Source: an optimization exercise on an open RTL-to-GDS flow (aim: small area, a short achievable clock period and few clock cycles per item). Production flows keep margins and buffers that such runs may drop.
Where RTL was checked, it was by simulation tests only, not by an equivalence proof against the original.

== old ==
==> module ALU, before the edit <==
module ALU #(
    parameter WIDTH = 32
)(
    input [WIDTH-1:0] num_1,
    input [WIDTH-1:0] num_2,
    input [WIDTH-1:0] sub_reg_input,
    input [3:0] opcode,
    input clk,
    output [WIDTH-1:0] result,
    output [WIDTH-1:0] sub_reg_result,
    output done,
    output [3:0] flag
);
    reg  [3:0] op_r;      
    reg        first_r;   
    reg        rdy_r;     
    reg  [3:0] cnt;
    reg        mul_r;     
    reg        div_r;     
    wire same = (opcode == op_r);
    assign done = rdy_r & same;
    wire s_add = (opcode == 4'd0);
    wire s_sub = (opcode == 4'd1);
    wire s_mul = (opcode == 4'd2);
    wire s_div = (opcode == 4'd3);
    wire s_neg = (opcode == 4'd4);
    wire s_and = (opcode == 4'd5);
    wire s_or  = (opcode == 4'd6);
    wire s_xor = (opcode == 4'd7);
    wire s_not = (opcode == 4'd8);
    wire s_idle = opcode[3] & (opcode[2:0] != 3'd0);
    reg [33:0] H;       
    reg [32:0] L;       
    reg        qm1;     
    reg [31:0] Yr;      
    reg        ovf_r;   
    reg        sz_r;    
    reg        neg_r;   
    reg        w_r;     
    always @(posedge clk) Yr <= opcode[0] ? num_2 : num_1;
    wire [35:0] ys = {{4{Yr[31]}}, Yr};
    wire        sz = sub_reg_input[31];
    wire        sd = num_2[31];
    wire [31:0] n_hi = sub_reg_input ^ {32{sz}};
    wire [31:0] n_lo = num_1 ^ {32{sz}};
    wire [35:0] a_s = {{4{num_1[31]}}, num_1};
    wire [35:0] b_s = {{4{num_2[31]}}, num_2};
    wire        st_b   = s_add | s_sub | s_div;
    wire        st_inv = s_sub | s_neg | (s_div & ~sd);
    wire [35:0] st_m   = (st_b ? b_s : 36'd0) | (s_neg ? a_s : 36'd0);
    wire [35:0] st_x   = ((s_add | s_sub) ? a_s : 36'd0) | (s_div ? {4'b0, n_hi} : 36'd0);
    function [2:0] booth;   
        input b1, b0, bm;
        booth = {b1, (b1 & ~b0 & ~bm) | (~b1 & b0 & bm), b0 ^ bm};
    endfunction
    wire [2:0] bt0 = booth(L[2], L[1], qm1);
    wire [2:0] bt1 = booth(L[4], L[3], L[2]);
    wire       dinv = ~Yr[31];           
    wire        i0 = div_r ? dinv : bt0[2];
    wire        i1 = div_r ? dinv : bt1[2];
    wire [35:0] M0 = div_r ? {ys[34:0], 1'b0} :
                     ((bt0[0] ? ys : 36'd0) | (bt0[1] ? {ys[34:0], 1'b0} : 36'd0));
    wire [35:0] M1 = div_r ? ys :
                     ((bt1[0] ? {ys[33:0], 2'b0} : 36'd0) | (bt1[1] ? {ys[32:0], 3'b0} : 36'd0));
    wire [35:0] X0 = mul_r ? {{2{H[33]}}, H} : {H, L[32], L[31]};
    wire [35:0] S0 = X0 + (M0 ^ {36{i0}}) + {35'd0, i0};
    wire [35:0] O0 = (div_r & S0[35]) ? X0 : S0;
    wire        c1 = first_r ? st_inv : i1;
    wire [35:0] Y1 = (first_r ? st_m : M1) ^ {36{c1}};
    wire [35:0] X1 = first_r ? st_x : O0;
    wire [35:0] S1 = X1 + Y1 + {35'd0, c1};
    wire [35:0] O1 = (div_r & S1[35]) ? X1 : S1;
    wire [35:0] a0 = X0, b0 = M0 ^ {36{i0}};
    wire [35:0] a1 = X1, b1 = Y1;
    wire e0 = (~(a0[1] ^ b0[1]) == ((a0[0] & b0[0]) | ((a0[0] | b0[0]) & i0))) &
              (&(~(a0[35:2] ^ b0[35:2]) ~^ (a0[34:1] & b0[34:1])));
    wire e1 = (~(a1[0] ^ b1[0]) == c1) & (&(~(a1[35:1] ^ b1[35:1]) ~^ (a1[34:0] & b1[34:0])));
    wire w0 = e0 | (w_r & L[32]);
    wire w1 = e1 | (w0 & L[31]);
    always @(posedge clk) begin
        op_r  <= opcode;
        mul_r <= s_mul;
        div_r <= s_div;
        if (s_idle) begin
            first_r <= 1'b1;
            rdy_r   <= 1'b0;
        end else if (first_r) begin
            first_r <= 1'b0;
            rdy_r   <= ~(s_mul | s_div) | (s_div & ~S1[35]);
            cnt     <= 4'd0;
        end else if (rdy_r | ~same) begin
            first_r <= 1'b1;
            rdy_r   <= 1'b0;
        end else begin
            cnt     <= cnt + 4'd1;
            rdy_r   <= mul_r ? (cnt == 4'd7) : (cnt == 4'd15);
        end
    end
    always @(posedge clk) begin
        if (first_r) begin
            H     <= s_div ? {2'b0, n_hi} : 34'd0;
            L[32:1] <= s_mul ? num_2 :
                       s_div ? n_lo :
                       s_and ? (num_1 & num_2) :
                       s_or  ? (num_1 | num_2) :
                       s_xor ? (num_1 ^ num_2) :
                       s_not ? ~num_1 : S1[31:0];
            L[0]  <= 1'b0;
            qm1   <= 1'b0;
            ovf_r <= ((s_add | s_sub | s_neg) & (S1[32] ^ S1[31])) | (s_div & ~S1[35]);
            sz_r  <= s_div & sz;
            neg_r <= s_div & (sz ^ sd);
            w_r   <= s_div & sz & e1;
        end else begin
            H     <= mul_r ? {{2{S1[35]}}, S1[35:4]} : O1[33:0];
            L     <= mul_r ? {S1[3:0], L[32:5], L[0]} : {L[30:1], ~S0[35], ~S1[35], L[0]};
            qm1   <= L[4];
            w_r   <= sz_r & w1;
        end
    end
    wire [32:0] q = {1'b0, L[32:1] ^ {32{neg_r}}} + {32'd0, neg_r ^ w_r};
    wire l_nz = |L[32:1];
    wire range_ovf = neg_r ? (~q[31] & (l_nz | w_r)) : (q[31] | q[32]);
    wire div_ovf = div_r & (ovf_r | range_ovf);
    assign result = div_ovf ? 32'd0 : q[31:0];
    assign sub_reg_result = (mul_r | (div_r & ~div_ovf & ~w_r)) ? (H[31:0] ^ {32{sz_r}}) : 32'd0;
    assign flag[3] = div_ovf | (~div_r & ovf_r);
    assign flag[2] = div_ovf | (~l_nz & ~w_r & (~mul_r | (H[31:0] == 32'd0)));
    assign flag[1] = ~div_ovf & (mul_r ? H[31] : q[31]);
    assign flag[0] = ~div_r & ovf_r;
endmodule
make LEC_CHECK=0 CAP_MARGIN=20 CORE_MARGIN=2 CORE_UTILIZATION=40 PLACE_DENSITY=0.6 SETUP_SLACK_MARGIN=5 SLEW_MARGIN=20 finish   # period 11.0 ns
run.sh (not shown) runs the stock make flow with config.mk's settings and CLKGATE_MAP_FILE= SYNTH_SCRIPT=/design/flow/synth_recipe.tcl, a recipe that flattens the netlist after the stock synthesis.
Testbench counts of old, summed over its fixed seeds: cycles 159,008, ops 24,000.
diff inputs: old => new
diff --git a/flow/design.v b/flow/design.v
--- a/flow/design.v
+++ b/flow/design.v
@@ -69,15 +69,10 @@
     wire [35:0] Y1 = (first_r ? st_m : M1) ^ {36{c1}};
     wire [35:0] X1 = first_r ? st_x : O0;
     wire [35:0] S1 = X1 + Y1 + {35'd0, c1};
     wire [35:0] O1 = (div_r & S1[35]) ? X1 : S1;
-    wire [35:0] a0 = X0, b0 = M0 ^ {36{i0}};
-    wire [35:0] a1 = X1, b1 = Y1;
-    wire e0 = (~(a0[1] ^ b0[1]) == ((a0[0] & b0[0]) | ((a0[0] | b0[0]) & i0))) &
-              (&(~(a0[35:2] ^ b0[35:2]) ~^ (a0[34:1] & b0[34:1])));
-    wire e1 = (~(a1[0] ^ b1[0]) == c1) & (&(~(a1[35:1] ^ b1[35:1]) ~^ (a1[34:0] & b1[34:0])));
-    wire w0 = e0 | (w_r & L[32]);
-    wire w1 = e1 | (w0 & L[31]);
+    wire w0 = (&S0[35:1]) | (w_r & L[32]);
+    wire w1 = (&S1) | (w0 & L[31]);
     always @(posedge clk) begin
         op_r  <= opcode;
         mul_r <= s_mul;
         div_r <= s_div;
@@ -109,9 +104,9 @@
             qm1   <= 1'b0;
             ovf_r <= ((s_add | s_sub | s_neg) & (S1[32] ^ S1[31])) | (s_div & ~S1[35]);
             sz_r  <= s_div & sz;
             neg_r <= s_div & (sz ^ sd);
-            w_r   <= s_div & sz & e1;
+            w_r   <= s_div & sz & (&S1);
         end else begin
             H     <= mul_r ? {{2{S1[35]}}, S1[35:4]} : O1[33:0];
             L     <= mul_r ? {S1[3:0], L[32:5], L[0]} : {L[30:1], ~S0[35], ~S1[35], L[0]};
             qm1   <= L[4];
--- outcome ---
In new, the post-synthesis compound-gate area fraction came out 6.8 points above the value in old.
NOTE multi-input combinational cell area old->new increased slightly
Looking only at largest net degree at the start of global routing, and setting everything else aside, the lower value of new and old goes to old.
Compared with old, new degrades setup slack of the worst register-to-register path.
On number of violations of the max-capacitance limit, new and old are neck and neck.
new vs old, die width went down by 3.8 um.
Measured against each other, new and old differ in sequential share of layout area, the lower figure coming from new.
Compared with old, new shows post-CTS setup buffer count that has gone up by more than a quarter.
No functional check of the RTL was part of new.

========
ALU, a different RTL version from the one above (not shown whole).
Size in the first run: roughly 3300 cells after synthesis, roughly 120 flip-flops, roughly 170 I/O pins, about 23000 um^2 of cells after synthesis.
==> module ALU, before the edit <==
module ALU #(
    parameter WIDTH = 32
)(
    input [WIDTH-1:0] num_1,
    input [WIDTH-1:0] num_2,
    input [WIDTH-1:0] sub_reg_input,
    input [3:0] opcode,
    input clk,
    output [WIDTH-1:0] result,
    output [WIDTH-1:0] sub_reg_result,
    output done,
    output [3:0] flag
);
    reg  [3:0] op_r;      
    reg        first_r;   
    reg        rdy_r;     
    reg  [3:0] cnt;
    reg        mul_r;     
    reg        div_r;     
    wire same = (opcode == op_r);
    assign done = rdy_r & same;
    wire s_add = (opcode == 4'd0);
    wire s_sub = (opcode == 4'd1);
    wire s_mul = (opcode == 4'd2);
    wire s_div = (opcode == 4'd3);
    wire s_neg = (opcode == 4'd4);
    wire s_and = (opcode == 4'd5);
    wire s_or  = (opcode == 4'd6);
    wire s_xor = (opcode == 4'd7);
    wire s_not = (opcode == 4'd8);
    wire s_idle = opcode[3] & (opcode[2:0] != 3'd0);
    reg [33:0] H;       
    reg [32:0] L;       
    reg [31:0] Yr;      
    reg        ovf_r;   
    reg        sz_r;    
    reg        neg_r;   
    reg        w_r;     
    always @(posedge clk) Yr <= opcode[0] ? num_2 : num_1;
    wire [35:0] ys = {{4{Yr[31]}}, Yr};
    wire        sz = sub_reg_input[31];
    wire        sd = num_2[31];
    wire [31:0] n_hi = sub_reg_input ^ {32{sz}};
    wire [31:0] n_lo = num_1 ^ {32{sz}};
    wire [35:0] a_s = {{4{num_1[31]}}, num_1};
    wire [35:0] b_s = {{4{num_2[31]}}, num_2};
    wire        st_inv = opcode[2] | (opcode[1] ? ~sd : opcode[0]);
    wire [32:0] st_x   = opcode[2] ? 33'd0 : (opcode[1] ? {1'b0, n_hi} : a_s[32:0]);
    wire [32:0] st_y   = opcode[2] ? ~a_s[32:0] : (b_s[32:0] ^ {33{st_inv}});
    wire [32:0] S0     = st_x + st_y + {32'd0, st_inv};    
    function [2:0] booth;   
        input b1, b0, bm;
        booth = {b1, (b1 & ~b0 & ~bm) | (~b1 & b0 & bm), b0 ^ bm};
    endfunction
    reg  [2:0]  bt0, bt1;    
    wire [35:0] y0 = ((bt0[0] ? ys : 36'd0) | (bt0[1] ? {ys[34:0], 1'b0} : 36'd0)) ^ {36{bt0[2]}};
    wire [35:0] y1 = ((bt1[0] ? {ys[33:0], 2'b0} : 36'd0) | (bt1[1] ? {ys[32:0], 3'b0} : 36'd0)) ^ {36{bt1[2]}};
    wire [35:0] hx = {{2{H[33]}}, H};
    wire [35:0] cs_s = hx ^ y0 ^ y1;
    wire [35:0] cs_c = {(hx[34:0] & y0[34:0]) | (hx[34:0] & y1[34:0]) | (y0[34:0] & y1[34:0]), bt1[2]};
    wire        dinv = ~Yr[31];               
    wire [35:0] P = {H, L[32], L[31]};        
    wire [35:0] dm1 = ys ^ {36{dinv}};                   
    wire [35:0] dm2 = {ys[34:0], 1'b0} ^ {36{dinv}};     
    wire [35:0] a1 = mul_r ? cs_s : P;
    wire [35:0] b1 = mul_r ? cs_c : dm1;
    wire        c1 = mul_r ? bt0[2] : dinv;
    wire [35:0] S1 = a1 + b1 + {35'd0, c1};
    wire [35:0] S2 = P + dm2 + {35'd0, dinv};
    wire [35:0] d3_s = P ^ dm1 ^ dm2;
    wire [35:0] d3_c = {(P[34:0] & dm1[34:0]) | (P[34:0] & dm2[34:0]) | (dm1[34:0] & dm2[34:0]), dinv};
    wire [35:0] S3 = d3_s + d3_c + {35'd0, dinv};
    wire e1 = &S1, e2 = &S2, e3 = &S3;
    wire        st_arith = s_add | s_sub | s_neg;
    wire [31:0] l_other = s_mul ? num_2 :
                          s_div ? n_lo :
                          s_and ? (num_1 & num_2) :
                          s_or  ? (num_1 | num_2) :
                          s_xor ? (num_1 ^ num_2) : ~num_1;
    wire g1 = ~S1[35], g2 = ~S2[35], g3 = ~S3[35];
    wire [33:0] r_new = g3 ? S3[33:0] : g2 ? S2[33:0] : g1 ? S1[33:0] : P[33:0];
    always @(posedge clk) begin
        op_r  <= opcode;
        mul_r <= s_mul;
        div_r <= s_div;
        if (s_idle) begin
            first_r <= 1'b1;
            rdy_r   <= 1'b0;
        end else if (first_r) begin
            first_r <= 1'b0;
            rdy_r   <= ~(s_mul | s_div) | (s_div & ~S0[32]);
            cnt     <= 4'd0;
        end else if (rdy_r | ~same) begin
            first_r <= 1'b1;
            rdy_r   <= 1'b0;
        end else begin
            cnt     <= cnt + 4'd1;
            rdy_r   <= mul_r ? (cnt == 4'd7) : (cnt == 4'd15);
        end
    end
    always @(posedge clk) begin
        if (first_r) begin
            H     <= s_div ? {2'b0, n_hi} : 34'd0;
            L[32:1] <= st_arith ? S0[31:0] : l_other;
            L[0]  <= 1'b0;
            bt0   <= booth(num_2[1], num_2[0], 1'b0);
            bt1   <= booth(num_2[3], num_2[2], num_2[1]);
            ovf_r <= (st_arith & (S0[32] ^ S0[31])) | (s_div & ~S0[32]);
            sz_r  <= s_div & sz;
            neg_r <= s_div & (sz ^ sd);
            w_r   <= s_div & sz & (&S0);
        end else begin
            H     <= mul_r ? {{2{S1[35]}}, S1[35:4]} : r_new;
            L     <= mul_r ? {S1[3:0], L[32:5], L[0]} : {L[30:1], g2, g3 | (g1 & ~g2), L[0]};
            bt0   <= booth(L[6], L[5], L[4]);
            bt1   <= booth(L[8], L[7], L[6]);
            w_r   <= sz_r & (e1 | e2 | e3 | (w_r & L[32] & L[31]));
        end
    end
    wire [32:0] q = {1'b0, L[32:1] ^ {32{neg_r}}} + {32'd0, neg_r ^ w_r};
    wire l_nz = |L[32:1];
    wire lo_nz  = |L[31:1];
    wire lo_one = &L[31:1];
    wire range_ovf = L[32] & (neg_r ? (lo_nz | w_r) : 1'b1) | (~neg_r & w_r & lo_one);
    wire div_ovf = div_r & (ovf_r | range_ovf);
    assign result = div_ovf ? 32'd0 : q[31:0];
    assign sub_reg_result = (mul_r | (div_r & ~div_ovf & ~w_r)) ? (H[31:0] ^ {32{sz_r}}) : 32'd0;
    assign flag[3] = div_ovf | (~div_r & ovf_r);
    assign flag[2] = div_ovf | (~l_nz & ~w_r & (~mul_r | (H[31:0] == 32'd0)));
    assign flag[1] = ~div_ovf & (mul_r ? H[31] : q[31]);
    assign flag[0] = ~div_r & ovf_r;
endmodule
Settings: LEC_CHECK=0, CAP_MARGIN=20, CORE_MARGIN=2, CORE_UTILIZATION=40, PLACE_DENSITY=0.6, SETUP_SLACK_MARGIN=5, SLEW_MARGIN=20; clock period 11.0 ns.
standard.sh (not shown) runs the stock make flow with config.mk's settings and CLKGATE_MAP_FILE= SYNTH_SCRIPT=/design/flow/synth_recipe.tcl, a recipe that flattens the netlist after the stock synthesis.
==> flow/flow/run.sh <==
#!/bin/bash
# The standard layout (the standard.sh: ORFS synth .. finish), with the
# ports buffered by buf_2 cells instead of the delay cells buffer_ports picks.
# Clock period and constraints unchanged.
set -euo pipefail
bash standard.sh finish "BUFFER_PORTS_ARGS=-buffer_cell sky130_fd_sc_hd__buf_2" > standard.log 2>&1
Testbench counts at the start, summed over its fixed seeds: cycles 159,008, ops 24,000.
Change:
--- a/flow/design.v
+++ b/flow/design.v
@@ -14,8 +14,10 @@
     reg  [3:0] op_r;      
     reg        first_r;   
     reg        rdy_r;     
     reg  [3:0] cnt;
+    reg        skp;       
+    reg        noskip;    
     reg        mul_r;     
     reg        div_r;     
     wire same = (opcode == op_r);
     assign done = rdy_r & same;
@@ -31,13 +33,17 @@
     wire s_idle = opcode[3] & (opcode[2:0] != 3'd0);
     reg [33:0] H;       
     reg [32:0] L;       
     reg [31:0] Yr;      
+    reg        dinv;    
     reg        ovf_r;   
     reg        sz_r;    
     reg        neg_r;   
     reg        w_r;     
-    always @(posedge clk) Yr <= opcode[0] ? num_2 : num_1;
+    always @(posedge clk) begin
+        Yr   <= opcode[0] ? (num_2 ^ {32{~num_2[31]}}) : num_1;
+        dinv <= ~num_2[31];
+    end
     wire [35:0] ys = {{4{Yr[31]}}, Yr};
     wire        sz = sub_reg_input[31];
     wire        sd = num_2[31];
     wire [31:0] n_hi = sub_reg_input ^ {32{sz}};
@@ -57,51 +63,59 @@
     wire [35:0] y1 = ((bt1[0] ? {ys[33:0], 2'b0} : 36'd0) | (bt1[1] ? {ys[32:0], 3'b0} : 36'd0)) ^ {36{bt1[2]}};
     wire [35:0] hx = {{2{H[33]}}, H};
     wire [35:0] cs_s = hx ^ y0 ^ y1;
     wire [35:0] cs_c = {(hx[34:0] & y0[34:0]) | (hx[34:0] & y1[34:0]) | (y0[34:0] & y1[34:0]), bt1[2]};
-    wire        dinv = ~Yr[31];               
     wire [35:0] P = {H, L[32], L[31]};        
-    wire [35:0] dm1 = ys ^ {36{dinv}};                   
-    wire [35:0] dm2 = {ys[34:0], 1'b0} ^ {36{dinv}};     
-    wire [35:0] a1 = mul_r ? cs_s : P;
-    wire [35:0] b1 = mul_r ? cs_c : dm1;
+    wire [35:0] dm1 = ys;                     
+    wire [35:0] dm2 = {ys[34:0], dinv};       
+    wire [35:0] S2 = P + dm2 + {35'd0, dinv};
+    wire        g2 = ~S2[35];
+    wire [35:0] d3_s = P ^ dm1 ^ dm2;
+    wire [35:0] d3_c = {(P[34:0] & dm1[34:0]) | (P[34:0] & dm2[34:0]) | (dm1[34:0] & dm2[34:0]), dinv};
+    wire [35:0] a1 = mul_r ? cs_s : (g2 ? d3_s : P);
+    wire [35:0] b1 = mul_r ? cs_c : (g2 ? d3_c : dm1);
     wire        c1 = mul_r ? bt0[2] : dinv;
     wire [35:0] S1 = a1 + b1 + {35'd0, c1};
-    wire [35:0] S2 = P + dm2 + {35'd0, dinv};
-    wire [35:0] d3_s = P ^ dm1 ^ dm2;
-    wire [35:0] d3_c = {(P[34:0] & dm1[34:0]) | (P[34:0] & dm2[34:0]) | (dm1[34:0] & dm2[34:0]), dinv};
-    wire [35:0] S3 = d3_s + d3_c + {35'd0, dinv};
-    wire e1 = &S1, e2 = &S2, e3 = &S3;
+    wire        g1 = ~S1[35];
+    wire e1 = &S1, e2 = &S2;
     wire        st_arith = s_add | s_sub | s_neg;
+    wire        skp_st = s_div & ~noskip & ((sub_reg_input == 32'd0) | (&sub_reg_input)) &
+                         (|num_2[30:3]) & ~(&num_2[30:3]);    
     wire [31:0] l_other = s_mul ? num_2 :
+                          skp_st ? {n_lo[17:0], 14'd0} :
                           s_div ? n_lo :
                           s_and ? (num_1 & num_2) :
                           s_or  ? (num_1 | num_2) :
                           s_xor ? (num_1 ^ num_2) : ~num_1;
-    wire g1 = ~S1[35], g2 = ~S2[35], g3 = ~S3[35];
-    wire [33:0] r_new = g3 ? S3[33:0] : g2 ? S2[33:0] : g1 ? S1[33:0] : P[33:0];
+    wire [33:0] r_new = g1 ? S1[33:0] : g2 ? S2[33:0] : P[33:0];
     always @(posedge clk) begin
         op_r  <= opcode;
         mul_r <= s_mul;
         div_r <= s_div;
         if (s_idle) begin
             first_r <= 1'b1;
             rdy_r   <= 1'b0;
+            noskip  <= 1'b0;
         end else if (first_r) begin
             first_r <= 1'b0;
             rdy_r   <= ~(s_mul | s_div) | (s_div & ~S0[32]);
-            cnt     <= 4'd0;
-        end else if (rdy_r | ~same) begin
+            cnt     <= skp_st ? 4'd7 : 4'd0;
+            skp     <= skp_st;
+            noskip  <= 1'b0;
+        end else if (rdy_r | ~same | (skp & g1 & g2)) begin
             first_r <= 1'b1;
             rdy_r   <= 1'b0;
+            noskip  <= skp & same;
+            skp     <= 1'b0;
         end else begin
+            skp     <= 1'b0;
             cnt     <= cnt + 4'd1;
             rdy_r   <= mul_r ? (cnt == 4'd7) : (cnt == 4'd15);
         end
     end
     always @(posedge clk) begin
         if (first_r) begin
-            H     <= s_div ? {2'b0, n_hi} : 34'd0;
+            H     <= ~s_div ? 34'd0 : skp_st ? {20'd0, n_lo[31:18]} : {2'b0, n_hi};
             L[32:1] <= st_arith ? S0[31:0] : l_other;
             L[0]  <= 1'b0;
             bt0   <= booth(num_2[1], num_2[0], 1'b0);
             bt1   <= booth(num_2[3], num_2[2], num_2[1]);
@@ -110,12 +124,12 @@
             neg_r <= s_div & (sz ^ sd);
             w_r   <= s_div & sz & (&S0);
         end else begin
             H     <= mul_r ? {{2{S1[35]}}, S1[35:4]} : r_new;
-            L     <= mul_r ? {S1[3:0], L[32:5], L[0]} : {L[30:1], g2, g3 | (g1 & ~g2), L[0]};
+            L     <= mul_r ? {S1[3:0], L[32:5], L[0]} : {L[30:1], g2, g1, L[0]};
             bt0   <= booth(L[6], L[5], L[4]);
             bt1   <= booth(L[8], L[7], L[6]);
-            w_r   <= sz_r & (e1 | e2 | e3 | (w_r & L[32] & L[31]));
+            w_r   <= sz_r & (e1 | e2 | (w_r & L[32] & L[31]));
         end
     end
     wire [32:0] q = {1'b0, L[32:1] ^ {32{neg_r}}} + {32'd0, neg_r ^ w_r};
     wire l_nz = |L[32:1];
Outcome:
- register-to-register slack loses 0.29 ns
- count of clock-buffer cells in the layout goes down by 1
- non-clock buffer count grows by 102
- global-route usage went up by 5.0 points
- wire length climbs by 12%
- synthesized area drops by 4.0%
- hold slack improves by 0.014 ns
- setup slack degrades by 0.29 ns
No functional check of the RTL was part of the second run of this note.

[afterwards: timing with drivers on the ports]
The results above use ideal ports. As a check the final layouts listed here were re-extracted and re-timed, cells and wires unchanged.
Step 1 (the two cells are an assumption about what drives the block):
set clk [get_ports {clk}]
set_driving_cell -lib_cell sky130_fd_sc_hd__clkbuf_16 $clk
set_driving_cell -lib_cell sky130_fd_sc_hd__buf_2 [delete_from_list [all_inputs] $clk]
Step 2 times the ports against the registers' clock, not the clock port: input delays grow and output delays shrink by t, the midpoint of the rising clock arrivals with the driver on.
Three values: no drivers, after step 1, after step 2; two values: the first two.
run	t (ns)	slack for setup (ns)	hold slack, ns	clock arrival spread, ns	cell pins on the clock port's net
old	0.508	3.955 / 3.955 / 3.708	0.591 / 0.591 / 0.591	0.015 / 0.015	1
new	0.511	3.711 / 3.711 / 3.345	0.591 / 0.591 / 0.591	0.018 / 0.018	1
the first run of note 2	0.520	4.918 / 4.918 / 4.700	0.587 / 0.587 / 0.587	0.017 / 0.017	1
the second run of note 2	0.542	4.632 / 4.632 / 4.181	0.601 / 0.601 / 0.601	0.013 / 0.013	1
After both steps every run listed still meets setup and hold. The setup slack of the second run of note 2, which loses most, moves by 0.000 ns with the drivers and by -0.451 ns with both steps.
